Background: an optimization exercise with open tools, aiming at small area, a short achievable clock period and few clock cycles per item. Do not read the settings as production practice. The RTL was checked by simulation tests, not by an equivalence proof against the original design. Power figures rest on the tool's default switching activity, not on a simulated workload.

==> design/flow/standard.sh <==
#!/bin/bash
# synth_recipe.tcl (not shown) runs the flow's synth.tcl, then flattens the netlist and writes it again
# the make line also repeats each setting of config.mk as NAME=value (left out here)
make -C /OpenROAD-flow-scripts/flow DESIGN_CONFIG=/design/flow/config.mk WORK_HOME=/design/flow/orfs CLKGATE_MAP_FILE= SYNTH_SCRIPT=/design/flow/synth_recipe.tcl "${@:-finish}"
==> design/flow/constraint.sdc <==
create_clock -name core_clock -period 5.0 [get_ports {clk}]
set_input_delay 1.0000 -clock core_clock [delete_from_list [all_inputs] [get_ports {clk}]]
set_output_delay 1.0000 -clock core_clock [all_outputs]
set_load 0.01 [all_outputs]
==> design/flow/flow/run.sh <==
#!/bin/bash
set -euo pipefail
export BUFFER_PORTS_ARGS="-buffer_cell sky130_fd_sc_hd__buf_1"
export CTS_ARGS="-sink_clustering_enable -repair_clock_nets -dont_use_dummy_load"
bash standard.sh > standard_flow.log 2>&1
==> design/flow/design.v <==
module Fib
(
  input  clk,
  input  reset,
  input signed [32-1 : 0] fib_n,
  output signed [64-1 : 0] fib_return,
  output  fib_busy,
  input  fib_req
);
  wire [63:0] romv;
  wire r0866;
  wire r0867;
  wire r0868;
  wire r0869;
  wire r0870;
  wire r0871;
  wire r0872;
  wire r0873;
  wire r0874;
  wire r0875;
  wire r0876;
  wire r0877;
  wire r0878;
  wire r0879;
  wire r0880;
  wire r0881;
  wire r0882;
  wire r0883;
  wire r0884;
  wire r0885;
  wire r0886;
  wire r0887;
  wire r0888;
  wire r0889;
  wire r0890;
  wire r0891;
  wire r0892;
  wire r0893;
  wire r0894;
  wire r0895;
  wire r0896;
  wire r0897;
  wire r0898;
  wire r0899;
  wire r0900;
  wire r0901;
  wire r0902;
  wire r0903;
  wire r0904;
  wire r0905;
  wire r0906;
  wire r0907;
  wire r0908;
  wire r0909;
  wire r0910;
  wire r0911;
  wire r0912;
  wire r0913;
  wire r0914;
  wire r0915;
  wire r0916;
  wire r0917;
  wire r0918;
  wire r0919;
  wire r0920;
  wire r0921;
  wire r0922;
  wire r0923;
  wire r0924;
  wire r0925;
  wire r0926;
  wire r0927;
  wire r0928;
  wire r0929;
  wire r0930;
  wire r0931;
  wire r0932;
  wire r0933;
  wire r0934;
  wire r0935;
  wire r0936;
  wire r0937;
  wire r0938;
  wire r0939;
  wire r0940;
  wire r0941;
  wire r0942;
  wire r0943;
  wire r0944;
  wire r0945;
  wire r0946;
  wire r0947;
  wire r0948;
  wire r0949;
  wire r0950;
  wire r0951;
  wire r0952;
  wire r0953;
  wire r0954;
  wire r0955;
  wire r0956;
  wire r0957;
  wire r0958;
  wire r0959;
  wire r0960;
  wire r0961;
  wire r0962;
  wire r0963;
  wire r0964;
  wire r0965;
  wire r0966;
  wire r0967;
  wire r0968;
  wire r0969;
  wire r0970;
  wire r0971;
  wire r0972;
  wire r0973;
  wire r0974;
  wire r0975;
  wire r0976;
  wire r0977;
  wire r0978;
  wire r0979;
  wire r0980;
  wire r0981;
  wire r0982;
  wire r0983;
  wire r0984;
  wire r0985;
  wire r0986;
  wire r0987;
  wire r0988;
  wire r0989;
  wire r0990;
  wire r0991;
  wire r0992;
  wire r0993;
  wire r0994;
  wire r0995;
  wire r0996;
  wire r0997;
  wire r0998;
  wire r0999;
  wire r1000;
  wire r1001;
  wire r1002;
  wire r1003;
  wire r1004;
  wire r1005;
  wire r1006;
  wire r1007;
  wire r1008;
  wire r1009;
  wire r1010;
  wire r1011;
  wire r1012;
  wire r1013;
  wire r1014;
  wire r1015;
  wire r1016;
  wire r1017;
  wire r1018;
  wire r1019;
  wire r1020;
  wire r1021;
  wire r1022;
  wire r1023;
  wire r1024;
  wire r1025;
  wire r1026;
  wire r1027;
  wire r1028;
  wire r1029;
  wire r1030;
  wire r1031;
  wire r1032;
  wire r1033;
  wire r1034;
  wire r1035;
  wire r1036;
  wire r1037;
  wire r1038;
  wire r1039;
  wire r1040;
  wire r1041;
  wire r1042;
  wire r1043;
  wire r1044;
  wire r1045;
  wire r1046;
  wire r1047;
  wire r1048;
  wire r1049;
  wire r1050;
  wire r1051;
  wire r1052;
  wire r1053;
  wire r1054;
  wire r1055;
  wire r1056;
  wire r1057;
  wire r1058;
  wire r1059;
  wire r1060;
  wire r1061;
  wire r1062;
  wire r1063;
  wire r1064;
  wire r1065;
  wire r1066;
  wire r1067;
  wire r1068;
  wire r1069;
  wire r1070;
  wire r1071;
  wire r1072;
  wire r1073;
  wire r1074;
  wire r1075;
  wire r1076;
  wire r1077;
  wire r1078;
  wire r1079;
  wire r1080;
  wire r1081;
  wire r1082;
  wire r1083;
  wire r1084;
  wire r1085;
  wire r1086;
  wire r1087;
  wire r1088;
  wire r1089;
  wire r1090;
  wire r1091;
  wire r1092;
  wire r1093;
  wire r1094;
  wire r1095;
  wire r1096;
  wire r1097;
  wire r1098;
  wire r1099;
  wire r1100;
  wire r1101;
  wire r1102;
  wire r1103;
  wire r1104;
  wire r1105;
  wire r1106;
  wire r1107;
  wire r1108;
  wire r1109;
  wire r1110;
  wire r1111;
  wire r1112;
  wire r1113;
  wire r1114;
  wire r1115;
  wire r1116;
  wire r1117;
  wire r1118;
  wire r1119;
  wire r1120;
  wire r1121;
  wire r1122;
  wire r1123;
  wire r1124;
  wire r1125;
  wire r1126;
  wire r1127;
  wire r1128;
  wire r1129;
  wire r1130;
  wire r1131;
  wire r1132;
  wire r1133;
  wire r1134;
  wire r1135;
  wire r1136;
  wire r1137;
  wire r1138;
  wire r1139;
  wire r1140;
  wire r1141;
  wire r1142;
  wire r1143;
  wire r1144;
  wire r1145;
  wire r1146;
  wire r1147;
  wire r1148;
  wire r1149;
  wire r1150;
  wire r1151;
  wire r1152;
  wire r1153;
  wire r1154;
  wire r1155;
  wire r1156;
  wire r1157;
  wire r1158;
  wire r1159;
  wire r1160;
  wire r1161;
  wire r1162;
  wire r1163;
  wire r1164;
  wire r1165;
  wire r1166;
  wire r1167;
  wire r1168;
  wire r1169;
  wire r1170;
  wire r1171;
  wire r1172;
  wire r1173;
  wire r1174;
  wire r1175;
  wire r1176;
  wire r1177;
  wire r1178;
  wire r1179;
  wire r1180;
  wire r1181;
  wire r1182;
  wire r1183;
  wire r1184;
  wire r1185;
  wire r1186;
  wire r1187;
  wire r1188;
  wire r1189;
  wire r1190;
  wire r1191;
  wire r1192;
  wire r1193;
  wire r1194;
  wire r1195;
  wire r1196;
  wire r1197;
  wire r1198;
  wire r1199;
  wire r1200;
  wire r1201;
  wire r1202;
  wire r1203;
  wire r1204;
  wire r1205;
  wire r1206;
  wire r1207;
  wire r1208;
  wire r1209;
  wire r1210;
  wire r1211;
  wire r1212;
  wire r1213;
  wire r1214;
  wire r1215;
  wire r1216;
  wire r1217;
  wire r1218;
  wire r1219;
  wire r1220;
  wire r1221;
  wire r1222;
  wire r1223;
  wire r1224;
  wire r1225;
  wire r1226;
  wire r1227;
  wire r1228;
  wire r1229;
  wire r1230;
  wire r1231;
  wire r1232;
  wire r1233;
  wire r1234;
  wire r1235;
  wire r1236;
  wire r1237;
  wire r1238;
  wire r1239;
  wire r1240;
  wire r1241;
  wire r1242;
  wire r1243;
  wire r1244;
  wire r1245;
  wire r1246;
  wire r1247;
  wire r1248;
  wire r1249;
  wire r1250;
  wire r1251;
  wire r1252;
  wire r1253;
  wire r1254;
  wire r1255;
  wire r1256;
  wire r1257;
  wire r1258;
  wire r1259;
  wire r1260;
  wire r1261;
  wire r1262;
  wire r1263;
  wire r1264;
  wire r1265;
  wire r1266;
  wire r1267;
  wire r1268;
  wire r1269;
  wire r1270;
  wire r1271;
  wire r1272;
  wire r1273;
  wire r1274;
  wire r1275;
  wire r1276;
  wire r1277;
  wire r1278;
  wire r1279;
  wire r1280;
  wire r1281;
  wire r1282;
  wire r1283;
  wire r1284;
  wire r1285;
  wire r1286;
  wire r1287;
  wire r1288;
  wire r1289;
  wire r1290;
  wire r1291;
  wire r1292;
  wire r1293;
  wire r1294;
  wire r1295;
  wire r1296;
  wire r1297;
  wire r1298;
  wire r1299;
  wire r1300;
  wire r1301;
  wire r1302;
  wire r1303;
  wire r1304;
  wire r1305;
  wire r1306;
  wire r1307;
  wire r1308;
  wire r1309;
  wire r1310;
  wire r1311;
  wire r1312;
  wire r1313;
  wire r1314;
  wire r1315;
  wire r1316;
  wire r1317;
  wire r1318;
  wire r1319;
  wire r1320;
  wire r1321;
  wire r1322;
  wire r1323;
  wire r1324;
  wire r1325;
  wire r1326;
  wire r1327;
  wire r1328;
  wire r1329;
  wire r1330;
  wire r1331;
  wire r1332;
  wire r1333;
  wire r1334;
  wire r1335;
  wire r1336;
  wire r1337;
  wire r1338;
  wire r1339;
  wire r1340;
  wire r1341;
  wire r1342;
  wire r1343;
  wire r1344;
  wire r1345;
  wire r1346;
  wire r1347;
  wire r1348;
  wire r1349;
  wire r1350;
  wire r1351;
  wire r1352;
  wire r1353;
  wire r1354;
  wire r1355;
  wire r1356;
  wire r1357;
  wire r1358;
  wire r1359;
  wire r1360;
  wire r1361;
  wire r1362;
  wire r1363;
  wire r1364;
  wire r1365;
  wire r1366;
  wire r1367;
  wire r1368;
  wire r1369;
  wire r1370;
  wire r1371;
  wire r1372;
  wire r1373;
  wire r1374;
  wire r1375;
  wire r1376;
  wire r1377;
  wire r1378;
  wire r1379;
  wire r1380;
  wire r1381;
  wire r1382;
  wire r1383;
  wire r1384;
  wire r1385;
  wire r1386;
  wire r1387;
  wire r1388;
  wire r1389;
  wire r1390;
  assign r1299 = (~r0864);
  assign r1300 = (~r0865&~r0863&~r1299);
  assign r1301 = (~r1300);
  assign r1302 = (~r0859);
  assign r1303 = (~r0860&~r1302);
  assign r1304 = (~r0862);
  assign r1305 = (~r0861);
  assign r1306 = (~r1304&~r1305);
  assign r1307 = (~r1306);
  assign r1308 = (~r1303&~r1307);
  assign r1309 = (~r1308);
  assign r1310 = (~r1301&~r1309);
  assign r1311 = (~r0860&~r1307);
  assign r1312 = (~r0860);
  assign r1313 = (~r0859&~r1312);
  assign r1314 = (~r1313);
  assign r1315 = (~r0861&~r1304);
  assign r1316 = (~r1315);
  assign r1317 = (~r1314&~r1316);
  assign r1318 = (~r1311&~r1317);
  assign r1319 = (~r0862&~r0861);
  assign r1320 = (~r1319);
  assign r1321 = (~r1302&~r1312);
  assign r1322 = (~r1321);
  assign r1323 = (~r1320&~r1322);
  assign r1324 = (~r1323);
  assign r1325 = (~r0862&~r1305);
  assign r1326 = (~r0859&~r1320);
  assign r0866 = (~r1322&~r1326) | (~r1325&~r1326);
  assign r0867 = (~r0865);
  assign r0868 = (~r0863);
  assign r0869 = (~r0864&~r0867&~r0868);
  assign r0870 = (~r0869);
  assign r0871 = (~r1318&~r0870) | (~r1324&~r0870) | (~r0866&~r0870);
  assign r0872 = (~r0862&~r1312);
  assign r0873 = (~r0872);
  assign r0874 = (~r1302&~r1305);
  assign r0875 = (~r0874);
  assign r0876 = (~r0873&~r0875);
  assign r0877 = (~r0876);
  assign r0878 = (~r1312&~r1320);
  assign r0879 = (~r1325);
  assign r0880 = (~r0860&~r0879);
  assign r0881 = (~r0878&~r0880);
  assign r0882 = (~r0865&~r0868&~r1299);
  assign r0883 = (~r0882);
  assign r0884 = (~r1318&~r0883) | (~r0877&~r0883) | (~r0881&~r0883);
  assign r0885 = (~r0879&~r1314);
  assign r0886 = (~r1323&~r0885);
  assign r0887 = (~r1312&~r1316);
  assign r0888 = (~r0887);
  assign r0889 = (~r0860&~r1320);
  assign r0890 = (~r1302&~r0879);
  assign r0891 = (~r0889&~r0890);
  assign r0892 = (~r0863&~r0864&~r0867);
  assign r0893 = (~r0892);
  assign r0894 = (~r0886&~r0893) | (~r0888&~r0893) | (~r0891&~r0893);
  assign r1348 = (r1310) | (r0871) | (r0884) | (r0894);
  assign r0895 = (~r0859&~r0860);
  assign r0896 = (~r0895&~r1321);
  assign r0897 = (~r0896);
  assign r0898 = (~r1316&~r0897);
  assign r0899 = (~r0898);
  assign r0900 = (~r0895);
  assign r0901 = (~r0900&~r1307);
  assign r0902 = (~r0901);
  assign r0903 = (~r0899) | (~r0902);
  assign r0904 = (~r0879&~r0897);
  assign r0905 = (~r0900&~r0879);
  assign r0906 = (~r0905);
  assign r0907 = (~r1313) | (~r1319);
  assign r0908 = (~r0906) | (~r0907);
  assign r0909 = (~r0904&~r0908);
  assign r0910 = (~r0909);
  assign r0911 = (~r0903&~r0910) | (~r0869);
  assign r0912 = (~r0885);
  assign r0913 = (~r1303);
  assign r0914 = (~r1320&~r0913);
  assign r0915 = (~r0914);
  assign r0916 = (~r0912) | (~r0915);
  assign r0917 = (~r0916);
  assign r0918 = (~r0876&~r1317);
  assign r0919 = (~r0917) | (~r0918);
  assign r0920 = (~r0901&~r0919) | (~r0892);
  assign r0921 = (~r0879&~r0913);
  assign r0922 = (~r0859&~r1307);
  assign r0923 = (~r0887&~r0922);
  assign r0924 = (~r0923);
  assign r0925 = (~r0921&~r0924) | (~r0882);
  assign r1355 = (~r0911) | (~r0920) | (~r0925);
  assign r0926 = (~r1302&~r1316);
  assign r0927 = (~r0926&~r1311);
  assign r0928 = (~r0859&~r1316);
  assign r0929 = (~r1314&~r1307);
  assign r0930 = (~r0928&~r0929);
  assign r0931 = (~r0861&~r1302);
  assign r0932 = (~r0931);
  assign r0933 = (~r1312&~r1304);
  assign r0934 = (~r0933);
  assign r0935 = (~r0932&~r0934);
  assign r0936 = (~r0935);
  assign r0937 = (~r0930) | (~r0936);
  assign r0938 = (~r0878&~r0937) | (~r0892);
  assign r0939 = (~r1322&~r1307);
  assign r0940 = (~r0939) | (~r0882);
  assign r0941 = (~r1303) | (~r1305);
  assign r0942 = (~r0918) | (~r0941);
  assign r0943 = (~r0889&~r0908);
  assign r0944 = (~r0913&~r1307);
  assign r0945 = (~r0944);
  assign r0946 = (~r0943) | (~r0945);
  assign r0947 = (~r0942&~r0946) | (~r0869);
  assign r1358 = (~r0883&~r0927) | (~r0938) | (~r0940) | (~r0947);
  assign r0948 = (~r0900&~r1316);
  assign r0949 = (~r0948&~r0885);
  assign r0950 = (~r0949);
  assign r0951 = (~r1323&~r0921);
  assign r0952 = (~r0951);
  assign r0953 = (~r0950&~r0952);
  assign r0954 = (~r0953);
  assign r0955 = (~r1308&~r0954) | (~r0892);
  assign r0956 = (~r1304&~r1322);
  assign r0957 = (~r1316&~r0913);
  assign r0958 = (~r0957);
  assign r0959 = (~r0958) | (~r0877);
  assign r0960 = (~r0959);
  assign r0961 = (~r0960&~r0870) | (~r0881&~r0870);
  assign r0962 = (~r1300&~r0961) | (~r0956&~r0961);
  assign r0963 = (~r1320&~r0896);
  assign r0964 = (~r1312&~r0879);
  assign r0965 = (~r0964&~r0957);
  assign r0966 = (~r0965);
  assign r0967 = (~r0929&~r0963&~r0948&~r0966) | (~r0882);
  assign r1347 = (~r0955) | (~r0962) | (~r0967);
  assign r0968 = (~r0939);
  assign r0969 = (~r0926);
  assign r0970 = (~r0968) | (~r0949) | (~r0969);
  assign r0971 = (~r0963&~r0966) | (~r0869);
  assign r0972 = (~r0895&~r1316);
  assign r0973 = (~r0972&~r0922);
  assign r0974 = (~r0973);
  assign r0975 = (~r1322) | (~r1319);
  assign r0976 = (~r0895&~r0975);
  assign r0977 = (~r0948&~r0876);
  assign r0978 = (~r0977);
  assign r0979 = (~r0976&~r0978);
  assign r0980 = (~r0956);
  assign r0981 = (~r0979) | (~r0980);
  assign r0982 = (~r1300&~r0981) | (~r1300&~r0892) | (~r0974&~r0981) | (~r0974&~r0892);
  assign r1346 = (~r0883&~r0970) | (~r0971) | (~r0982);
  assign r0983 = (~r0905&~r0957);
  assign r0984 = (~r0983);
  assign r0985 = (~r1319&~r0984) | (~r0869);
  assign r0986 = (~r0874&~r0934);
  assign r0987 = (~r0921&~r0986);
  assign r0988 = (~r0987) | (~r0882);
  assign r0989 = (~r0974&~r0954) | (~r0892);
  assign r1345 = (~r1301&~r0930) | (~r0985) | (~r0988) | (~r0989);
  assign r0990 = (~r0887&~r0876);
  assign r0991 = (~r0990);
  assign r0992 = (~r1307&~r0901&~r0991) | (~r1303&~r0901&~r0991);
  assign r0993 = (~r0899) | (~r0945);
  assign r0994 = (~r0887&~r1311);
  assign r0995 = (~r0994);
  assign r0996 = (~r0995&~r0978&~r0910);
  assign r0997 = (~r0993&~r0996) | (~r0892);
  assign r1359 = (~r0934&~r0883) | (~r0870&~r0992) | (~r0997);
  assign r0998 = (~r0877) | (~r0975);
  assign r0999 = (~r0932&~r0998) | (~r0933&~r0998);
  assign r1000 = (~r0859&~r0879);
  assign r1001 = (~r1312&~r1307);
  assign r1002 = (~r1000&~r1001);
  assign r1003 = (~r0923) | (~r1002) | (~r0869);
  assign r1004 = (~r0928&~r0964);
  assign r1005 = (~r1004);
  assign r1006 = (~r0944&~r1005) | (~r1300);
  assign r1007 = (~r1316) | (~r0907);
  assign r1008 = (~r1307&~r0897);
  assign r1009 = (~r1008);
  assign r1010 = (~r1009) | (~r0936);
  assign r1011 = (~r1007&~r1010) | (~r0892);
  assign r1344 = (~r0883&~r0999) | (~r1003) | (~r1006) | (~r1011);
  assign r1012 = (~r1321&~r1307);
  assign r1013 = (~r1000&~r0935);
  assign r1014 = (~r1013) | (~r0877);
  assign r1015 = (~r0963&~r1012&~r1014);
  assign r1016 = (~r0914&~r0905);
  assign r1017 = (~r0879&~r0897) | (~r1016);
  assign r1018 = (~r0935&~r1017) | (~r0869);
  assign r1019 = (~r1308&~r0978) | (~r0882);
  assign r1020 = (~r0889&~r1323&~r0885);
  assign r1021 = (~r0870&~r1020);
  assign r1022 = (~r1021);
  assign r1357 = (~r0893&~r1015) | (~r1018) | (~r1019) | (~r1022);
  assign r1023 = (~r0928);
  assign r1024 = (~r0902) | (~r1023);
  assign r1025 = (~r0890&~r0889&~r1024);
  assign r1026 = (~r0957&~r0998) | (~r0892);
  assign r1027 = (~r0859&~r1005) | (~r0882);
  assign r1028 = (~r0890);
  assign r1029 = (~r1028) | (~r0934);
  assign r1030 = (~r0927);
  assign r1031 = (~r1029&~r1030) | (~r1300);
  assign r1343 = (~r0870&~r1025) | (~r1026) | (~r1027) | (~r1031);
  assign r1032 = (~r0859&~r0994);
  assign r1033 = (~r0905&~r0976&~r1032);
  assign r1034 = (~r0963);
  assign r1035 = (~r0968) | (~r1034);
  assign r1036 = (~r0904&~r0959&~r1035) | (~r0892);
  assign r1037 = (~r0860&~r1316);
  assign r1038 = (~r1037);
  assign r1039 = (~r1302&~r1320);
  assign r1040 = (~r1039);
  assign r1041 = (~r1314) | (~r1306);
  assign r1042 = (~r1038) | (~r1040) | (~r1041);
  assign r1043 = (~r0886) | (~r0891);
  assign r1044 = (~r1042&~r1043) | (~r0882);
  assign r1045 = (~r0905&~r1323);
  assign r1046 = (~r1045);
  assign r1047 = (~r0991&~r1046);
  assign r1048 = (~r1047);
  assign r1049 = (~r1030&~r1048) | (~r1300);
  assign r1342 = (~r0870&~r1033) | (~r1036) | (~r1044) | (~r1049);
  assign r1050 = (~r0948);
  assign r1051 = (~r1002) | (~r0869) | (~r1050);
  assign r1052 = (~r0879&~r0913) | (~r0975);
  assign r1053 = (~r1311&~r0957);
  assign r1054 = (~r1053) | (~r0949);
  assign r1055 = (~r1052&~r1054) | (~r0892);
  assign r1361 = (~r1309&~r0883) | (~r1051) | (~r1055);
  assign r1056 = (~r0909) | (~r0958) | (~r0990);
  assign r1057 = (~r0922&~r1056) | (~r1300);
  assign r1058 = (~r0860&~r1304&~r0874);
  assign r1059 = (~r1058&~r1046) | (~r0869);
  assign r1060 = (~r1313) | (~r0861);
  assign r1061 = (~r1038) | (~r1060);
  assign r1062 = (~r1052&~r1061) | (~r0892);
  assign r1063 = (~r1005&~r0952) | (~r0882);
  assign r1341 = (~r1057) | (~r1059) | (~r1062) | (~r1063);
  assign r1064 = (~r0908);
  assign r1065 = (~r1064) | (~r1028);
  assign r1066 = (~r0901&~r0972&~r1065) | (~r0869);
  assign r1067 = (~r1317&~r0944);
  assign r1068 = (~r1312) | (~r1304);
  assign r1069 = (~r1067) | (~r1068);
  assign r1070 = (~r0929&~r1069) | (~r1300);
  assign r1071 = (~r0862&~r0897);
  assign r1072 = (~r1071);
  assign r1073 = (~r1072) | (~r0899) | (~r0968);
  assign r1074 = (~r0929);
  assign r1075 = (~r1318&~r0893) | (~r1074&~r0893) | (~r1040&~r0893);
  assign r1076 = (~r1073&~r1075) | (~r0882&~r1075);
  assign r1340 = (~r1066) | (~r1070) | (~r1076);
  assign r1077 = (~r0862&~r0896);
  assign r1078 = (~r0936) | (~r0945);
  assign r1079 = (~r1078&~r0942) | (~r0869);
  assign r1080 = (~r0865&~r0864&~r0868);
  assign r1081 = (~r0895&~r1307);
  assign r1082 = (~r1081&~r0935);
  assign r1083 = (~r1082&~r0883) | (~r0873&~r0883);
  assign r1084 = (~r0892&~r0939&~r1083) | (~r0892&~r1080&~r1083) | (~r1042&~r0939&~r1083) | (~r1042&~r1080&~r1083);
  assign r1339 = (~r1311&~r1301&~r1077) | (~r1079) | (~r1084);
  assign r1085 = (~r1326&~r0926);
  assign r1086 = (~r1085);
  assign r1087 = (~r1038) | (~r0873) | (~r0892);
  assign r1362 = (~r1086&~r1087) | (~r0883&~r1009) | (~r1018);
  assign r1088 = (~r0957&~r1048) | (~r0869);
  assign r1089 = (~r0970) | (~r0882);
  assign r1090 = (~r0914&~r1024) | (~r0892);
  assign r1356 = (~r1088) | (~r1089) | (~r1090);
  assign r1091 = (~r1082);
  assign r1092 = (~r0984&~r1091&~r0954) | (~r0882);
  assign r1093 = (~r1016) | (~r0902) | (~r1028);
  assign r1094 = (~r1093) | (~r0869);
  assign r1095 = (~r0860&~r0874) | (~r1028) | (~r1023);
  assign r1096 = (~r1095) | (~r0892);
  assign r1354 = (~r1092) | (~r1094) | (~r1096);
  assign r1097 = (~r1307&~r0896);
  assign r1098 = (~r1038&~r1303) | (~r1040&~r1303);
  assign r1099 = (r0898) | (r1098);
  assign r1100 = (~r1097&~r1099) | (~r1300);
  assign r1101 = (~r1035&~r0942) | (~r0892);
  assign r1102 = (~r1080);
  assign r1103 = (~r1307&~r1102);
  assign r1104 = (~r1077);
  assign r1105 = (~r0930&~r0883) | (~r1104&~r0883);
  assign r1106 = (~r1313&~r1105) | (~r1103&~r1105);
  assign r1107 = (~r0917) | (~r1318);
  assign r1108 = (~r1107) | (~r0869);
  assign r1337 = (~r1100) | (~r1101) | (~r1106) | (~r1108);
  assign r1109 = (~r0914&~r1061);
  assign r1363 = (~r0870&~r0996) | (~r0893&~r1109) | (~r0940);
  assign r1110 = (~r0872&~r0931&~r1311);
  assign r1111 = (~r1068);
  assign r1112 = (~r1111&~r0993) | (~r0882);
  assign r1113 = (~r0893&~r1095);
  assign r1114 = (~r1103&~r1113);
  assign r1115 = (~r1311);
  assign r1116 = (~r0960) | (~r1115);
  assign r1117 = (~r1017&~r1116) | (~r0869);
  assign r1336 = (~r1301&~r1110) | (~r1112) | (~r1114) | (~r1117);
  assign r1118 = (~r0922&~r0926&~r0908);
  assign r1119 = (~r0994) | (~r1023);
  assign r1120 = (~r1071&~r1119) | (~r0882);
  assign r1121 = (~r0913&~r0870) | (~r0861&~r0870);
  assign r1122 = (~r1078&~r1121) | (~r1080&~r1121);
  assign r1123 = (~r1326&~r0978);
  assign r1124 = (~r0936) | (~r0902);
  assign r1125 = (~r1124);
  assign r1126 = (~r1123) | (~r0968) | (~r1125);
  assign r1127 = (~r0889);
  assign r1128 = (~r1126) | (~r1127) | (~r1045);
  assign r1129 = (~r1128) | (~r0892);
  assign r1335 = (~r1301&~r1118) | (~r1120) | (~r1122) | (~r1129);
  assign r1130 = (~r0976&~r1119&~r0952) | (~r0869);
  assign r1364 = (~r1130) | (~r1036) | (~r1026);
  assign r1131 = (~r1326&~r0924&~r1098);
  assign r1386 = (~r0870&~r0945);
  assign r1132 = (~r1080&~r1386) | (~r0993);
  assign r1133 = (~r0965&~r0870) | (~r1068&~r0870);
  assign r1134 = (~r1048&~r1133) | (~r0892&~r1133);
  assign r1135 = (~r0943);
  assign r1136 = (~r0978&~r1081&~r1135) | (~r1300);
  assign r1334 = (~r0883&~r1131) | (~r1132) | (~r1134) | (~r1136);
  assign r1137 = (~r1320&~r0900);
  assign r1138 = (~r1137&~r0885);
  assign r1139 = (~r0958) | (~r0877) | (~r0907);
  assign r1140 = (~r1139) | (~r0892);
  assign r1365 = (~r0870&~r1138) | (~r1140) | (~r1094);
  assign r1141 = (~r0931&~r0880&~r0922);
  assign r1142 = (~r1008&~r1014) | (~r0882);
  assign r1143 = (~r0941) | (~r0862) | (~r1080);
  assign r1144 = (~r0976);
  assign r1145 = (r1058) | (~r1144) | (~r0951);
  assign r1146 = (~r1325&~r0976);
  assign r1147 = (~r1001);
  assign r1148 = (~r1304&~r0900);
  assign r1149 = (~r1148);
  assign r1150 = (~r1146&~r0893) | (~r1147&~r0893) | (~r1149&~r0893);
  assign r1151 = (~r0869&~r1150) | (~r1145&~r1150);
  assign r1333 = (~r1301&~r1141) | (~r1142) | (~r1143) | (~r1151);
  assign r1152 = (~r0939&~r1317&~r1098);
  assign r1153 = (~r0964&~r0995) | (~r1080);
  assign r1154 = (~r1039&~r1000);
  assign r1155 = (~r1074) | (~r1154) | (~r1050);
  assign r1156 = (~r0969&~r0893) | (~r0879&~r0893);
  assign r1157 = (~r1155&~r1156) | (~r1300&~r1156);
  assign r1158 = (~r0901&~r1056) | (~r0869);
  assign r1332 = (~r0883&~r1152) | (~r1153) | (~r1157) | (~r1158);
  assign r1159 = (~r0886) | (~r1041);
  assign r1160 = (~r1317&~r0921&~r1159);
  assign r1161 = (~r0944&~r1077) | (~r0869);
  assign r1366 = (~r0893&~r1160) | (~r1161);
  assign r1162 = (~r0951&~r0893) | (~r1085&~r0893);
  assign r1163 = (~r1138&~r1301) | (~r1307&~r1301) | (~r1149&~r1301);
  assign r1164 = (~r0890&~r1037);
  assign r1165 = (~r1164&~r1102) | (~r0936&~r1102) | (~r1074&~r1102);
  assign r1166 = (~r1162&~r1163&~r1165);
  assign r1167 = (~r1325&~r0895&~r0926);
  assign r1168 = (~r1016) | (~r1004);
  assign r1169 = (~r1167&~r1168) | (~r0882);
  assign r1170 = (~r1069) | (~r0869);
  assign r1331 = (~r1166) | (~r1169) | (~r1170);
  assign r1171 = (~r0880&~r1037&~r1001);
  assign r1172 = (~r0872&~r1037&~r1124);
  assign r1367 = (~r0870&~r1172) | (~r0893&~r1171);
  assign r1173 = (~r1126) | (~r0892);
  assign r1174 = (~r0908&~r1091) | (~r0882);
  assign r1175 = (~r0998&~r0995) | (~r0869);
  assign r1353 = (~r1173) | (~r1174) | (~r1175);
  assign r1176 = (~r0880&~r0956);
  assign r1177 = (~r0949&~r0893) | (~r1176&~r0893);
  assign r1178 = (~r0973&~r0883) | (~r0877&~r0883) | (~r0907&~r0883);
  assign r1179 = (~r0935&~r1012);
  assign r1180 = (~r1179&~r1102) | (~r1045&~r1102) | (~r1023&~r1102);
  assign r1181 = (~r0897&~r0880) | (~r1315&~r0880);
  assign r1182 = (~r1181&~r1301) | (~r0945&~r1301) | (~r1138&~r1301);
  assign r1183 = (~r1177&~r1178&~r1180&~r1182);
  assign r1330 = (~r0870&~r1306&~r1077) | (~r1183);
  assign r1184 = (~r1071&~r1030) | (~r0869);
  assign r1185 = (~r0945) | (~r0888);
  assign r1186 = (~r1061&~r1185) | (~r0892);
  assign r1368 = (~r1184) | (~r1186);
  assign r1187 = (~r1164);
  assign r1188 = (~r0963&~r1185&~r1187);
  assign r1189 = (~r0897&~r0883) | (~r1320&~r0883);
  assign r1190 = (~r1109&~r1189) | (~r1034&~r1189) | (~r1080&~r1189);
  assign r1191 = (~r0901&~r1099) | (~r0869);
  assign r1192 = (~r0926&~r0978);
  assign r1193 = (~r1192);
  assign r1194 = (~r0924&~r0952&~r1193) | (~r0892);
  assign r1329 = (~r1301&~r1188) | (~r1190) | (~r1191) | (~r1194);
  assign r1195 = (~r0976&~r1008);
  assign r1196 = (~r1195);
  assign r1197 = (~r0928&~r1187&~r1196);
  assign r1198 = (~r0956&~r0919) | (~r0882);
  assign r1199 = (~r0916&~r0978);
  assign r1200 = (~r1199) | (~r0969);
  assign r1201 = (~r1200) | (~r1080);
  assign r1202 = (~r0870&~r1110);
  assign r1203 = (~r1300&~r1202) | (~r1013&~r1202);
  assign r1328 = (~r0893&~r1197) | (~r1198) | (~r1201) | (~r1203);
  assign r1204 = (~r1086&~r1116) | (~r0869);
  assign r1205 = (~r0978&~r1091) | (~r0892);
  assign r1369 = (~r1204) | (~r1205);
  assign r1206 = (~r0922);
  assign r1207 = (~r0897) | (~r1315);
  assign r1208 = (~r1206&~r0883) | (~r0891&~r0883) | (~r1207&~r0883);
  assign r1209 = (~r1064&~r0870) | (~r0927&~r0870);
  assign r1210 = (~r0865&~r0863&~r0864);
  assign r1211 = (~r1210);
  assign r1212 = (~r1316&~r0978) | (~r1303&~r0978);
  assign r1213 = (~r1301&~r1212) | (~r0968&~r1211);
  assign r1214 = (~r1208&~r1209&~r1213);
  assign r1215 = (~r1192) | (~r1147) | (~r0881);
  assign r1216 = (~r1215) | (~r0892);
  assign r1217 = (~r1029&~r1135) | (~r1080);
  assign r1390 = (~r1214) | (~r1216) | (~r1217);
  assign r1218 = (~r1023&~r0876&~r0935) | (~r1312&~r0876&~r0935);
  assign r1219 = (~r0926&~r1081) | (~r0892);
  assign r1370 = (~r0870&~r1218) | (~r1219);
  assign r1220 = (~r1302&~r1307);
  assign r1221 = (~r1125) | (~r1023);
  assign r1222 = (~r1039&~r1220&~r1221);
  assign r1223 = (~r1124&~r0978);
  assign r1224 = (~r1223);
  assign r1225 = (~r0946&~r1224) | (~r0869);
  assign r1226 = (~r0984&~r1196) | (~r0882);
  assign r1227 = (~r1179) | (~r0983) | (~r1127);
  assign r1228 = (~r0880&~r1102&~r1167);
  assign r1229 = (~r0929&~r1227&~r1228) | (~r0929&~r1300&~r1228) | (~r1210&~r1227&~r1228) | (~r1210&~r1300&~r1228);
  assign r1389 = (~r0893&~r1222) | (~r1225) | (~r1226) | (~r1229);
  assign r1230 = (~r0924&~r1386) | (~r0892&~r1386);
  assign r1372 = (~r0870&~r1199) | (~r1230);
  assign r1231 = (~r1144) | (~r1045);
  assign r1232 = (~r1220&~r1231&~r1224);
  assign r1233 = (~r0949) | (~r0902) | (~r0958);
  assign r1234 = (~r0880&~r0963&~r1233) | (~r0869);
  assign r1235 = (~r1020) | (~r0990);
  assign r1236 = (~r0874&~r1137) | (~r1080);
  assign r1237 = (~r1211&~r1115) | (~r1236);
  assign r1238 = (~r1235&~r1237) | (~r0892&~r1237);
  assign r1239 = (~r0899) | (~r0968) | (~r1045);
  assign r1240 = (~r0922&~r0978&~r1239) | (~r0882);
  assign r1388 = (~r1301&~r1232) | (~r1234) | (~r1238) | (~r1240);
  assign r1241 = (~r1185&~r1065) | (~r0869);
  assign r1373 = (~r1206&~r0893) | (~r1241);
  assign r1242 = (~r1147) | (~r0866) | (~r1149);
  assign r1243 = (~r0972);
  assign r1244 = (~r0943&~r0870) | (~r1243&~r0870);
  assign r1245 = (~r0882&~r1091&~r1244) | (~r0882&~r1210&~r1244) | (~r1242&~r1091&~r1244) | (~r1242&~r1210&~r1244);
  assign r1246 = (~r1001&~r1145) | (~r1300);
  assign r1247 = (~r1223) | (~r1147) | (~r0881);
  assign r1248 = (~r0876&~r0935&~r1097);
  assign r1249 = (~r0880);
  assign r1250 = (~r1248&~r1102) | (~r1249&~r1102) | (~r1034&~r1102);
  assign r1251 = (~r1247&~r1250) | (~r0892&~r1250);
  assign r1387 = (~r1245) | (~r1246) | (~r1251);
  assign r1252 = (~r1317&~r0889&~r1008&~r0984);
  assign r1253 = (~r0904&~r0963&~r1193);
  assign r1254 = (~r1233&~r1196) | (~r0892);
  assign r1352 = (~r0870&~r1253) | (~r0883&~r1252) | (~r1254);
  assign r1255 = (~r1081);
  assign r1256 = (~r0899) | (~r0866);
  assign r1257 = (~r1256) | (~r0869);
  assign r1374 = (~r0893&~r1255) | (~r1257);
  assign r1258 = (~r1192) | (~r1144) | (~r1176);
  assign r1259 = (~r1034&~r0893) | (~r1147&~r0893) | (~r1038&~r0893);
  assign r1260 = (~r0899&~r1211) | (~r1255&~r1211);
  assign r1261 = (~r1146&~r1301) | (~r1243&~r1301) | (~r0980&~r1301);
  assign r1262 = (~r1258&~r1259&~r1260&~r1261) | (~r0882&~r1259&~r1260&~r1261);
  assign r1263 = (~r1012&~r1168) | (~r1080);
  assign r1264 = (~r0889&~r0978&~r1046&~r1032) | (~r0869);
  assign r1382 = (~r1262) | (~r1263) | (~r1264);
  assign r1265 = (~r0870&~r0902);
  assign r1266 = (~r0892&~r1265) | (~r0939&~r1265);
  assign r1375 = (~r1088) | (~r1266);
  assign r1267 = (~r0883) | (~r1211);
  assign r1268 = (~r0929&~r1221) | (~r1267);
  assign r1269 = (~r1300&~r0869);
  assign r1270 = (~r1269);
  assign r1271 = (~r0880&~r1032) | (~r1270);
  assign r1272 = (~r0929) | (~r1300);
  assign r1273 = (~r0893) | (~r1102);
  assign r1274 = (~r1181) | (~r1060) | (~r1273);
  assign r1371 = (~r1268) | (~r1271) | (~r1272) | (~r1274);
  assign r1376 = (~r1123&~r0870) | (~r0886&~r0870) | (~r1067&~r0870);
  assign r1377 = (~r1072&~r0870) | (~r0902&~r0870) | (~r1243&~r0870);
  assign r1275 = (~r0903&~r0954) | (~r1270);
  assign r1276 = (~r0943) | (~r1002);
  assign r1277 = (~r1276) | (~r1273);
  assign r1278 = (~r0964&~r1010) | (~r1267);
  assign r1360 = (~r1275) | (~r1272) | (~r1277) | (~r1278);
  assign r1378 = (~r0951&~r0870) | (~r1004&~r0870) | (~r0945&~r0870);
  assign r1379 = (~r1249&~r0870) | (~r1023&~r0870);
  assign r1279 = (~r0901&~r1086) | (~r1270);
  assign r1280 = (~r1039&~r1000&~r1220) | (~r1273);
  assign r1281 = (~r0890&~r0928) | (~r1267);
  assign r1349 = (~r1279) | (~r1272) | (~r1280) | (~r1281);
  assign r1380 = (~r0912&~r0870) | (~r1023&~r0870);
  assign r1385 = (~r0870&~r1125);
  assign r1282 = (~r1300&~r1385) | (~r1008&~r1385);
  assign r1283 = (~r0890&~r0901&~r0956&~r0976) | (~r0882);
  assign r1284 = (~r0873) | (~r0941) | (~r1060) | (~r0892);
  assign r1350 = (~r1282) | (~r1022) | (~r1283) | (~r1284);
  assign r1381 = (~r1053&~r0870) | (~r0977&~r0870);
  assign r1285 = (~r0979) | (~r0945);
  assign r1286 = (~r1285) | (~r1270);
  assign r1287 = (~r0904&~r1137&~r1124) | (~r1273);
  assign r1288 = (~r1239) | (~r1267);
  assign r1338 = (~r1286) | (~r1287) | (~r1272) | (~r1288);
  assign r1289 = (~r0935&~r1052&~r1005);
  assign r1290 = (~r0889&~r0893);
  assign r1291 = (~r0977) | (~r1013) | (~r1206) | (~r1290);
  assign r1292 = (~r0939) | (~r0867) | (~r0864);
  assign r1293 = (~r0937&~r1231) | (~r0882);
  assign r1351 = (~r0870&~r1289) | (~r1291) | (~r1292) | (~r1293);
  assign r1383 = (~r0870&~r0958);
  assign r1384 = (~r0870&~r1318);
  assign r1294 = (~r0953&~r1269) | (~r1085&~r1269);
  assign r1295 = (~r1310&~r1265&~r1294);
  assign r1296 = (~r0880&~r0986&~r1285) | (~r1267);
  assign r1297 = (~r1007&~r0921&~r0986);
  assign r1298 = (~r0898&~r1297) | (~r1273);
  assign r1327 = (~r1295) | (~r1296) | (~r1298);
  assign r0865 = fib_n[6];
  assign r0863 = fib_n[4];
  assign r0864 = fib_n[5];
  assign r0859 = fib_n[0];
  assign r0860 = fib_n[1];
  assign r0862 = fib_n[3];
  assign r0861 = fib_n[2];
  assign romv[29] = r1348;
  assign romv[35] = r1355;
  assign romv[38] = r1358;
  assign romv[28] = r1347;
  assign romv[27] = r1346;
  assign romv[26] = r1345;
  assign romv[39] = r1359;
  assign romv[25] = r1344;
  assign romv[37] = r1357;
  assign romv[24] = r1343;
  assign romv[23] = r1342;
  assign romv[40] = r1361;
  assign romv[22] = r1341;
  assign romv[21] = r1340;
  assign romv[20] = r1339;
  assign romv[41] = r1362;
  assign romv[36] = r1356;
  assign romv[34] = r1354;
  assign romv[19] = r1337;
  assign romv[42] = r1363;
  assign romv[18] = r1336;
  assign romv[17] = r1335;
  assign romv[43] = r1364;
  assign romv[16] = r1334;
  assign romv[44] = r1365;
  assign romv[15] = r1333;
  assign romv[14] = r1332;
  assign romv[45] = r1366;
  assign romv[13] = r1331;
  assign romv[46] = r1367;
  assign romv[33] = r1353;
  assign romv[12] = r1330;
  assign romv[47] = r1368;
  assign romv[11] = r1329;
  assign romv[10] = r1328;
  assign romv[48] = r1369;
  assign romv[9] = r1390;
  assign romv[49] = r1370;
  assign romv[8] = r1389;
  assign romv[50] = r1372;
  assign romv[7] = r1388;
  assign romv[51] = r1373;
  assign romv[6] = r1387;
  assign romv[32] = r1352;
  assign romv[52] = r1374;
  assign romv[5] = r1382;
  assign romv[53] = r1375;
  assign romv[4] = r1371;
  assign romv[54] = r1376;
  assign romv[55] = r1377;
  assign romv[3] = r1360;
  assign romv[56] = r1378;
  assign romv[57] = r1379;
  assign romv[2] = r1349;
  assign romv[58] = r1380;
  assign romv[30] = r1350;
  assign romv[59] = r1381;
  assign romv[1] = r1338;
  assign romv[31] = r1351;
  assign romv[60] = r1383;
  assign romv[61] = r1384;
  assign romv[0] = r1327;
  assign romv[62] = r1385;
  assign romv[63] = r1386;
  reg  [63:0] cur, nxt;
  reg  [31:0] cnt;
  reg         busy;
  reg  [2:0]  ph;        
  reg  [1:0]  st;        
  reg         c;         
  reg         b;         
  wire neg  = fib_n[31];
  wire big  = ~neg & ((|fib_n[30:7]) | (fib_n[6:0] >= 7'd94));
  wire [63:0] tab = neg ? 64'h0 : romv;
  wire first = (ph == 3'd0);
  wire last  = (ph == 3'd7);
  wire [8:0] sum = nxt[7:0] + cur[7:0] + c;
  wire [7:0] nin = st[1] ? sum[7:0] : {7'd0, st[0] & first};
  wire [4:0] dec = {1'b0, cnt[3:0]} - b;
  wire       under = dec[4];
  always @(posedge clk) begin
    cur <= ({64{busy}} & {nxt[7:0], cur[63:8]})
         | ({64{~busy & fib_req}} & tab)
         | ({64{~busy & ~fib_req}} & cur);
    nxt <= {nin, nxt[63:8]};
    if (busy)
      cnt <= {dec[3:0], cnt[31:4]};
    else
      cnt <= fib_n;
    c <= sum[8] & ~last;
    b <= busy & (last | under);
  end
  always @(posedge clk) begin
    if (reset) begin
      busy <= 1'b0;
      ph <= 3'd0;
      st <= 2'd0;
    end else if (busy) begin
      ph <= ph + 3'd1;
      if (last) begin
        if (st != 2'd2) st <= st + 2'd1;
        if (st == 2'd2 && under) busy <= 1'b0;
      end
    end else if (fib_req & big) begin
      busy <= 1'b1;
      ph <= 3'd0;
      st <= 2'd0;
    end
  end
  assign fib_return = cur;
  assign fib_busy = busy;
endmodule
==> design/flow/config.mk <==
export PLATFORM = sky130hd
export DESIGN_NAME = Fib
export DESIGN_NICKNAME = Fib
export VERILOG_FILES = /design/flow/design.v
export SDC_FILE = /design/flow/constraint.sdc
export NUM_CORES = 4
export LEC_CHECK = 0
export ABC_AREA = 1
export CAP_MARGIN = 20
export CORE_MARGIN = 2
export CORE_UTILIZATION = 40
export PLACE_DENSITY = 0.85
export SETUP_SLACK_MARGIN = 2.75
export SLEW_MARGIN = 20
==> results of run 1 <==
per-layer routing:
metal / track usage (%) / up-vias / routed length, um
met5: 0 / - / 0
met2: 56.8 / 792 / 17800
met1: 47.3 / 4495 / 16100
li1: - / 4273 / -
met4: 25.8 / 0 / 3510
met3: 11.3 / 237 / 5210
synthesized netlist by cell type, drive strengths merged:
cell,number,share of area (%)
or3,1,0.075
a22oi,43,3.8
a31oi,4,0.30
a221oi,3,0.31
nor3,11,0.79
o21bai,2,0.18
nand3,93,5.6
a211oi,3,0.27
a221o,1,0.12
o21ai,142,8.5
nand4,23,1.7
o21a,1,0.090
fa,2,0.48
nor3b,1,0.090
dfxtp,168,40
buf,21,1.7
nand2,366,17
o2111ai,5,0.52
xnor2,1,0.10
clkbuf,24,1.1
o211ai,8,0.72
o22ai,2,0.15
inv,110,5.0
ha,17,2.5
nor2,103,5.7
o31ai,5,0.45
xor2,1,0.10
o32ai,1,0.10
a21oi,36,2.1
layout make-up:
| class | instances | area, sq um |
|---|---|---|
| fill | 2028 | 9760 |
| tap | 270 | 338 |
| sequential | 168 | 3370 |
| inverter | 110 | 518 |
| clock buffer | 17 | 425 |
| timing repair buffer | 157 | 1000 |
| multi-input combinational | 876 | 5020 |
sequential cells by signal (all words and copies together), names as in the netlist:
signal	count
c	1
cur	64
nxt	64
ph	3
cnt	32
busy	1
b	1
st	2
power by group:
| group | total [W] | switching [W] | internal [W] |
|---|---|---|---|
| Combinational | 0.000673 | 0.000472 | 0.000201 |
| Sequential | 0.00148 | 0.0000595 | 0.00142 |
| Clock | 0.00106 | 0.000470 | 0.000591 |
| Total | 0.00321 | 0.00100 | 0.00221 |
path summary, 6_finish.rpt:
kind,start,endpoint,slack [ns],depth (start not counted)
worst max-delay path,fib_n[2],cur[12],2.63,10
worst min-delay path,nxt[53],nxt[45],0.31,0
worst max register to register,busy,cur[50],2.83,8
worst min register to register,nxt[53],nxt[45],0.31,0
cell families (layout without fill, tap and decap cells):
| kind of cell | after synthesis | after routing | synth area share, % |
|---|---|---|---|
| adders and majority gates | 19 | 19 | 3.01 |
| DFF | 168 | 168 | 40.1 |
| and+or+nand+nor | 598 | 599 | 31.2 |
| buffers and inverters | 155 | 284 | 7.77 |
| AOI/OAI and AO/OA | 256 | 256 | 17.7 |
| xor gates and xnor gates | 2 | 2 | 0.209 |
worst max-delay path, stage by stage:
cell and delay [ns]:
buf_8 0.19, inv_4 0.13, nand2_1 0.17, nor2_1 0.14, inv_1 0.18, nand2_1 0.11, o21ai_0 0.39, nand3_1 0.19
nand2_1 0.10, nand2_1 0.04
cells in the final DEF, fill, tap and decap left out, types with 5 or more instances in the layout:
master	count
a21oi_1	31
a21oi_2	5
a22oi_1	43
buf_1	93
buf_12	6
buf_4	44
buf_6	8
clkbuf_16	18
dfxtp_1	167
ha_1	13
inv_1	75
inv_2	13
inv_4	15
nand2_1	299
nand2_2	36
nand2_4	19
nand2_8	12
nand3_1	88
nand4_1	23
nor2_1	64
nor2_2	16
nor2_4	23
nor3_1	10
o2111ai_1	5
o211ai_1	8
o21ai_0	95
o21ai_1	36
o21ai_2	11
repair_timing:
item	CTS	global route
setup endpoints to repair	71	50
resized for setup	153	88
setup buffers	24	19
pin swaps	15	31
gates cloned	1	2
per-stage QoR:
stage | setup slack, ns | cell area [sq um] | std cells | util [%]
3_3_place_gp | 1.23 | 9050 | 1535 | 44.3
4_1_cts | 2.71 | 10200 | 1577 | 50.0
2_1_floorplan | 2.75 | 8480 | 1198 | -
5_1_grt | 2.69 | 10700 | 1598 | 52.2
6_report | 2.63 | 10700 | 1598 | 52.2
3_5_place_dp | 1.34 | 9050 | 1535 | 44.3
==> results.py, run 1 <==
metrics = {
    "run_status": {
        "status": "no timing/DRC/antenna violations",
    },
    "synth": {
        "netlist_instances": 1198,
        "yosysSeqAreaShare_pct": 40.1,
        "synthDistinctLibCells": 42,
        "syn_area_sq_mm": 0.00839,
        "syn_nets": 1252,
        "syn_avg_cell_area_sq_um": 7.00,
        "ys_warn_count": 8,
        "synth-seq-cells": 168,
    },
    "setup_path": {
        "critPathCaptureType": "flip-flop",
        "critical_path.startpoint_type": "input port",
        "worstSetupPathType": "input port to flip-flop",
        "crit_required_ns": 5.29,
        "crit_fanout": 10,
        "worstPathArrival_ns": 2.66,
    },
    "placement": {
        "dp.final_hpwl_um": 31400,
        "gp_congestion": 1.09,
        "io_buffers": 99,
    },
    "sta": {
        "drv_slew": 0,
        "hold_viol_final": 0,
        "fin_worst_skew_ns": 0.0234,
        "hold_ws_ns": 0.315,
        "setup_tns_ns": 0,
        "rsz0062_at_grt": "true",
        "min_period_ns": 2.37,
        "max_slew_margin_pct": 51.7,
        "maxClockFrequency_mhz": 423,
        "period_share_pct": 47.3,
        "worst_pin_slew_ns": 0.717,
        "finalSetupViolations": 0,
    },
    "floorplan": {
        "coreArea_sq_mm": 0.0204,
        "start_util_pct": 41.0,
        "die_area_sq_mm": 0.0221,
        "rows": 52,
        "ioPinCount": 100,
        "die_h_um": 149,
        "chipWidth_um": 149,
    },
    "layout": {
        "drive_above_1_share_pct": 19.1,
        "area_delta_synth_final_pct": 27.2,
        "fin_nets": 1384,
        "antenna_cells": 0,
    },
    "global_route": {
        "grt.total_usage_pct": 38.0,
        "grt-ovfl-total": 0,
        "grt_pass1_wl_um": 60700,
        "grt_pass1_vias": 9273,
        "antenna_found_initial": 0,
        "grt_max_degree": 64,
    },
    "clocking": {
        "cts_buffers": 17,
        "insertion_delay_ns": 0.43,
        "cts.sinks": 168,
        "cts_tree": "yes",
        "clk_pin_slew_ns": 0.08,
        "cts_hold_buf": 0,
        "cts-root-buf": "clkbuf_16",
        "h-tree-depth": 4,
        "clockBufferDepth": 2,
    },
    "detailed_routing": {
        "wl_per_cell_um": 26.7,
        "drtIter0Drc": 1286,
        "ant_nets": 0,
        "routed_wl_um": 42700,
        "drc_errors": 0,
        "viasPerCell": 6.13,
        "vias": 9797,
        "dr.pass1.iters": 8,
    },
    "power_and_ir_drop": {
        "fin_total_pwr_w": 0.00321,
        "peakVddDrop_mv": 0.221,
        "p_leak_nw": 4.97,
        "p_per_area_mw_per_mm2": 301,
    },
    "min_path": {
        "worstHoldPathType": "flip-flop to flip-flop",
    },
    "run": {
        "maxCapViolations": 0,
    },
}
Testbench counts, summed over its fixed seeds: cycles 1,024, requests 1,024.
==> run 2, diff against run 1 <==
--- a/design/flow/config.mk
+++ b/design/flow/config.mk
@@ -11,4 +11,4 @@
 export CORE_UTILIZATION = 40
 export PLACE_DENSITY = 0.85
-export SETUP_SLACK_MARGIN = 2.75
+export SETUP_SLACK_MARGIN = 2.6
 export SLEW_MARGIN = 20
==> run 2 against run 1 <==
Still clean on timing, DRC and antenna. Worst setup slack lost 0.10 ns. Synthesized area is the same. Core utilization down 2.5 points. Synthesized cell count is the same. Design area fell by 4.9%. Critical path depth up 1. Critical path type unchanged. Critical endpoint is now cur[13]. Largest cell class unchanged.
==> results.py, run 2 <==
metrics = {
    "floorplan": {
        "ioPinCount": 100,
        "chipWidth_um": 149,
        "die_h_um": 149,
        "rows": 52,
        "die_area_sq_mm": 0.0221,
        "coreArea_sq_mm": 0.0204,
        "start_util_pct": 41.0,
    },
    "power_and_ir_drop": {
        "p_seq_share_pct": 46.3,
        "combPwrFrac_pct": 19.8,
        "switching_share_pct": 31.8,
        "peakVddDrop_mv": 0.252,
        "p_per_area_mw_per_mm2": 315,
        "p_sw_w": 0.00102,
        "p_clk_share_pct": 33.9,
        "p_leak_nw": 4.82,
        "intPower_w": 0.00218,
    },
    "sta": {
        "maxClockFrequency_mhz": 405,
        "rsz0062_at_grt": "true",
        "fin_worst_skew_ns": 0.0384,
        "max_slew_margin_pct": 28.6,
        "finalSetupViolations": 0,
        "min_period_ns": 2.47,
        "hold_viol_final": 0,
        "period_share_pct": 49.4,
        "setup_tns_ns": 0,
        "worst_pin_slew_ns": 1.07,
        "drv_slew": 0,
    },
    "synth": {
        "yosys.area.top_type_share_pct": 40.1,
        "syn_area_sq_mm": 0.00839,
        "synth_compound_area_share_pct": 17.7,
        "yosysMostFrequentCell": "nand2_1",
        "synth-xor-area-share_pct": 0.209,
        "synth_commonest_cells": "nand2_1, dfxtp_1, o21ai_0, inv_1, nand3_1",
        "synth-seq-cells": 168,
        "synth_adder_area_share_pct": 3.01,
        "synth_mux_area_share_pct": 0,
        "synth.largest_area_cell": "dfxtp_1",
        "synthArstFlopShare_pct": 0,
        "synthSimpleGateAreaFrac_pct": 31.2,
        "syn_avg_cell_area_sq_um": 7.00,
        "netlist_instances": 1198,
        "syn_nets": 1252,
        "synth_top_family_by_area": "simple AND/OR/NAND/NOR gates",
        "yosysSeqAreaShare_pct": 40.1,
        "ys_warn_count": 8,
        "synthTopCellsByArea": "dfxtp_1, nand2_1, o21ai_0",
        "ys.flop_type": "dfxtp_1",
        "synthDistinctLibCells": 42,
        "synth-edff-count": 0,
    },
    "placement": {
        "place_area_sq_mm": 0.00902,
        "io_buffers": 99,
        "dp.final_hpwl_um": 32600,
        "gp_congestion": 1.17,
    },
    "min_path": {
        "worstHoldPathType": "flip-flop to flip-flop",
    },
    "detailed_routing": {
        "viasPerCell": 6.22,
        "drc_errors": 0,
        "wl_per_cell_um": 28.1,
        "drtIter0Drc": 1459,
        "ant_nets": 0,
        "vias": 9871,
        "routed_wl_um": 44700,
        "dr.pass1.iters": 8,
    },
    "setup_path": {
        "worstSetupPathType": "input port to flip-flop",
        "crit_required_ns": 5.29,
        "critPathCaptureType": "flip-flop",
        "crit_fanout": 12,
        "worstPathArrival_ns": 2.76,
        "critical_path.startpoint_type": "input port",
    },
    "global_route": {
        "antenna_found_initial": 0,
        "grt_pass1_wl_um": 63000,
        "grt-ovfl-total": 0,
        "grt.total_usage_pct": 39.8,
        "grt_max_degree": 117,
        "grt_pass1_vias": 9358,
    },
    "layout": {
        "layout.area.seq_sq_mm": 0.00337,
        "fin_nets": 1372,
        "utilization_pct": 49.7,
        "multi_input_area_sq_mm": 0.00473,
        "nFillCells": 2053,
        "layout_common_cells": "nand2_1, dfxtp_1, o21ai_0",
        "drive_above_1_share_pct": 15.3,
        "final_common_cell": "nand2_1",
        "area_delta_synth_final_pct": 21.0,
        "design_area_sq_mm": 0.0101,
        "biggestRegsByFlops": "cur x64, nxt x64, cnt x32",
    },
    "run": {
        "maxCapViolations": 0,
    },
    "clocking": {
        "cts_tree": "yes",
        "clockBufferDepth": 2,
        "cts.sinks": 168,
        "cts-root-buf": "clkbuf_16",
        "insertion_delay_ns": 0.44,
        "h-tree-depth": 4,
        "cts_buffers": 17,
        "clk_pin_slew_ns": 0.09,
        "cts_hold_buf": 0,
    },
    "run_status": {
        "status": "no timing/DRC/antenna violations",
    },
}
==> run 2: layout make-up <==
class                           instances  area share (%)
Antenna cell                            1          0.0247
Clock buffer                           17            4.19
Inverter                              110            4.68
Multi-Input combinational cell        876            46.7
Sequential cell                       168            33.2
Tap cell                              270            3.33
Timing Repair Buffer                  144            7.89
Timing Repair inverter                  1          0.0493
==> run 2: worst paths after layout <==
kind / cells after the start / slack (ns) / startpoint / end
worst max-delay path: 11 / 2.53 / fib_n[3] / cur[13]
worst min-delay path: 0 / 0.31 / nxt[61] / nxt[53]
worst max register to register: 11 / 2.88 / cur[0] / nxt[62]
worst min register to register: 0 / 0.31 / nxt[61] / nxt[53]
==> run 2: metal layers <==
| metal | routed length, um | part of all wire [%] | global-route usage [%] |
|---|---|---|---|
| met1 | 16800 | 38 | 48.8 |
| met2 | 18700 | 42 | 60.3 |
| met3 | 5450 | 12 | 11.9 |
| met4 | 3800 | 8.5 | 26.8 |
| met5 | 0 | 0 | 0 |
==> run 2: power by group through the flow <==
stage,sequential [W],clock (W),combinational [W]
CTS,0.00148,0.00110,0.000568
floorplan,0.00150,0,0.000300
detailed placement,0.00151,0,0.000534
finish,0.00148,0.00109,0.000633
global route,0.00149,0.00115,0.000658
global placement,0.00151,0,0.000546
==> run 2: critical path, cell delays in order <==
cell and delay [ns]:
buf_1 0.12, buf_12 0.17, nor2_4 0.05, buf_4 0.16, buf_4 0.18, nand2_1 0.31
nand2_2 0.19, o21ai_1 0.17, nand3_1 0.11, o21ai_2 0.22, nand2_1 0.08
==> run 2: stage by stage <==
| step | total power, W | worst slack (ns) | instances | hold slack [ns] |
|---|---|---|---|---|
| after global routing | 0.00329 | 2.48 | 1586 | 0.314 |
| after global placement | 0.00205 | 1.01 | 1539 | 0.309 |
| final | 0.00320 | 2.53 | 1587 | 0.312 |
| after CTS | 0.00315 | 2.55 | 1568 | 0.312 |
| after detailed placement | 0.00204 | 1.21 | 1539 | 0.312 |
| after floorplan | 0.00180 | 2.60 | 1198 | 0.310 |
==> run 2: cell families (layout without fill, tap and decap cells) <==
family | Yosys count | in the layout
simple gates | 598 | 599
compound gates | 256 | 256
flops | 168 | 168
buf+inv | 155 | 272
fa+ha+maj | 19 | 19
xor+xnor | 2 | 2
other cells | 0 | 1
==> run 2: what timing repair did <==
item | CTS | global route
gates cloned | 2 | 1
pin swaps | 7 | 9
buffers inserted | 10 | 17
setup endpoints to repair | 69 | 48
gates resized for setup | 79 | 74
==> run 3, diff against run 2 <==
--- a/design/flow/config.mk
+++ b/design/flow/config.mk
@@ -11,4 +11,4 @@
 export CORE_UTILIZATION = 40
 export PLACE_DENSITY = 0.85
-export SETUP_SLACK_MARGIN = 2.6
+export SETUP_SLACK_MARGIN = 2.7
 export SLEW_MARGIN = 20
==> run 3 against run 2 <==
Critical path depth unchanged. Still clean. Via count hardly changed. Combinational power rose by 0.6%. Wire length about the same. First-iteration DRC count is 4.6% lower. Largest cell class unchanged. Global-route usage is 0.37 points higher. Worst hold slack worse by 0.00090 ns. Non-clock buffer count decreased by 3. Sequential power is essentially flat. Count of clock-buffer cells in the layout unchanged.
==> results.py, run 3 <==
metrics = {
    "setup_path": {
        "crit_fanout": 9,
        "cpMaxStageDelayCell": "nand4_1",
        "max_stage_delay_ns": 0.24,
        "crit_path_cell_trace": "buf_12 > inv_8 > ha_2 > nand2_4 > nand2_1 > inv_1 > o21ai_1 > o21ai_1 > nand4_1 > nand2_1 > nand2_1",
        "critical_path.startpoint_type": "input port",
        "worstSetupPathType": "input port to flip-flop",
        "crit_required_ns": 5.30,
        "worstPathArrival_ns": 2.66,
        "cpMostUsedCell": "nand2_1",
        "critPathCaptureType": "flip-flop",
    },
    "synth": {
        "synth-edff-count": 0,
        "yosys.area.top_type_share_pct": 40.1,
        "synthArstFlopShare_pct": 0,
        "netlist_instances": 1198,
        "synth_commonest_cells": "nand2_1, dfxtp_1, o21ai_0, inv_1, nand3_1",
        "ys_warn_count": 8,
        "ys.flop_type": "dfxtp_1",
        "synth.largest_area_cell": "dfxtp_1",
        "synthDistinctLibCells": 42,
        "synthTopCellsByArea": "dfxtp_1, nand2_1, o21ai_0",
        "synth-seq-cells": 168,
        "syn_avg_cell_area_sq_um": 7.00,
        "yosysSeqAreaShare_pct": 40.1,
        "syn_nets": 1252,
        "syn_area_sq_mm": 0.00839,
        "yosysMostFrequentCell": "nand2_1",
    },
    "sta": {
        "hold_viol_final": 0,
        "min_period_ns": 2.36,
        "fin_worst_skew_ns": 0.0400,
        "setup_tns_ns": 0,
        "drv_slew": 0,
        "max_slew_margin_pct": 52.3,
        "maxClockFrequency_mhz": 423,
        "rsz0062_at_grt": "true",
        "finalSetupViolations": 0,
        "period_share_pct": 47.3,
        "finalWorstSetupSlack_ns": 2.64,
        "worst_pin_slew_ns": 0.716,
    },
    "global_route": {
        "grt.total_usage_pct": 40.1,
        "grt_pass1_wl_um": 63600,
        "grt-ovfl-total": 0,
        "antenna_found_initial": 0,
        "grt_max_degree": 64,
        "grt_pass1_vias": 9323,
    },
    "power_and_ir_drop": {
        "fin_total_pwr_w": 0.00321,
        "p_clk_share_pct": 33.8,
        "p_sw_w": 0.00102,
        "intPower_w": 0.00219,
        "peakVddDrop_mv": 0.198,
        "switching_share_pct": 31.7,
        "p_leak_nw": 4.82,
        "combPwrFrac_pct": 19.9,
        "p_seq_share_pct": 46.3,
        "p_per_area_mw_per_mm2": 311,
    },
    "layout": {
        "area_delta_synth_final_pct": 22.9,
        "final_cells": 1583,
        "utilization_pct": 50.4,
        "nFillCells": 2085,
        "fin_nets": 1369,
        "multi_input_area_sq_mm": 0.00484,
        "final_common_cell": "nand2_1",
        "biggestRegsByFlops": "cur x64, nxt x64, cnt x32",
        "drive_above_1_share_pct": 16.2,
        "layout_common_cells": "nand2_1, dfxtp_1, o21ai_0",
        "antenna_cells": 0,
        "layout.area.seq_sq_mm": 0.00337,
    },
    "detailed_routing": {
        "drc_errors": 0,
        "ant_nets": 0,
        "wl_met3_um": 4670,
        "wl_met1_um": 17200,
        "routed-wl-met2_um": 19000,
        "routed.top_layer": "met4",
        "dr.pass1.iters": 8,
        "routed_wl_um": 44600,
        "wl_per_cell_um": 28.2,
        "vias": 9864,
        "viasPerCell": 6.23,
        "drtIter0Drc": 1392,
    },
    "clocking": {
        "clockBufferDepth": 2,
        "clk_pin_slew_ns": 0.07,
        "h-tree-depth": 4,
        "cts_tree": "yes",
        "cts-root-buf": "clkbuf_16",
        "cts.sinks": 168,
        "insertion_delay_ns": 0.44,
        "cts_buffers": 17,
    },
    "run": {
        "maxCapViolations": 0,
    },
    "floorplan": {
        "die_area_sq_mm": 0.0221,
        "rows": 52,
        "die_h_um": 149,
        "ioPinCount": 100,
        "start_util_pct": 41.0,
        "coreArea_sq_mm": 0.0204,
        "chipWidth_um": 149,
    },
    "placement": {
        "dp.final_hpwl_um": 32500,
        "dp_worst_setup_slack_ns": 1.31,
        "io_buffers": 99,
        "dp_cells": 1533,
        "gp_congestion": 1.07,
    },
    "min_path": {
        "worstHoldPathType": "flip-flop to flip-flop",
    },
    "run_status": {
        "status": "no timing/DRC/antenna violations",
    },
}
-- run 3: cell types whose count changed in the layout (fill, tap and decap cells not counted), sizes merged --
cell | before | now
nand2 | 366 | 367
diode | 1 | 0
clkbuf | 18 | 17
buf | 142 | 140
nor2 | 104 | 103
-- run 3: final cells by class --
| cell class | count | share of cell area, % |
|---|---|---|
| well taps | 270 | 3.28 |
| multi-input cells | 876 | 47.0 |
| repair buffers | 141 | 8.05 |
| inverters | 110 | 4.79 |
| repair inverters | 1 | 0.0729 |
| flip-flops and latches | 168 | 32.7 |
| clock buffers | 17 | 4.13 |
-- run 3: power by group through the flow --
stage | combinational, W | clock, W | sequential (W)
6_report | 0.000637 | 0.00108 | 0.00149
5_1_grt | 0.000666 | 0.00114 | 0.00149
4_1_cts | 0.000570 | 0.00109 | 0.00149
3_5_place_dp | 0.000522 | 0 | 0.00152
3_3_place_gp | 0.000534 | 0 | 0.00151
2_1_floorplan | 0.000303 | 0 | 0.00150
-- run 3: cells by family after synthesis --
kind of cell	synth area share [%]
xor gates and xnor gates	0.209
adders and majority gates	3.01
and+or+nand+nor	31.2
buffers and inverters	7.77
DFF	40.1
AOI/OAI and AO/OA	17.7
-- run 3: final timing paths --
path	startpoint	to	slack (ns)	depth (start not counted)
worst min register to register	nxt[28]	nxt[20]	0.31	0
worst max-delay path	fib_n[0]	cur[21]	2.64	11
worst max register to register	busy	cur[49]	2.90	8
worst min-delay path	nxt[28]	nxt[20]	0.31	0
-- run 3: layer usage --
| layer | GRT usage (%) | vias to the layer above |
|---|---|---|
| li1 | - | 4230 |
| met1 | 50.4 | 4684 |
| met2 | 60.4 | 753 |
| met3 | 10.1 | 197 |
| met4 | 27.9 | 0 |
| met5 | 0 | - |
-- run 3: through the flow --
stage	cell area, sq um	hold slack [ns]
6_report	10300	0.311
5_1_grt	10300	0.307
4_1_cts	9870	0.308
3_5_place_dp	9000	0.312
3_3_place_gp	9000	0.309
2_1_floorplan	8430	0.310
-- run 3: worst max-delay path: cells and delay by family --
family | cells | cell delay (ns)
buffers and inverters | 3 | 0.33
AOI/OAI and AO/OA | 2 | 0.41
adders and majority gates | 1 | 0.23
and+or+nand+nor | 5 | 0.67
-- run 3: repair_timing --
action | 4_1_cts | 5_1_grt
resized for setup | 104 | 82
cloned | 3 | 0
hold buffers | 0 | 0
buffers inserted | 12 | 18
pin swaps | 7 | 25
endpoints found under the setup margin | 71 | 49

[separate check: timing with driven ports]
Ports are ideal in the flow. The routed layouts listed here were re-timed in OpenROAD. Step 1: set_driving_cell puts a clkbuf_16 on clk and a buf_2 on each other input, an assumption about the parent block. Step 2 moves the port delays by t, midway between the first and last clock arrival at a register: inputs arrive t later, outputs are due t later. That takes back most of the time a late clock gives input paths. a / b / c = no drivers / after step 1 / after step 2; a / b = the first two.
run	t (ns)	setup WS [ns]	worst setup path after step 2	clock arrival spread, ns
run 1	0.455	2.634 / 2.628 / 2.174	input to register	0.033 / 0.033
run 2	0.469	2.532 / 2.555 / 2.086	input to register	0.040 / 0.040
run 3	0.467	2.635 / 2.622 / 2.155	input to register	0.042 / 0.041
After both steps setup and hold are still met in every run listed. The setup slack of run 3, which loses most, moves by -0.013 ns with the drivers and by -0.480 ns with both steps.
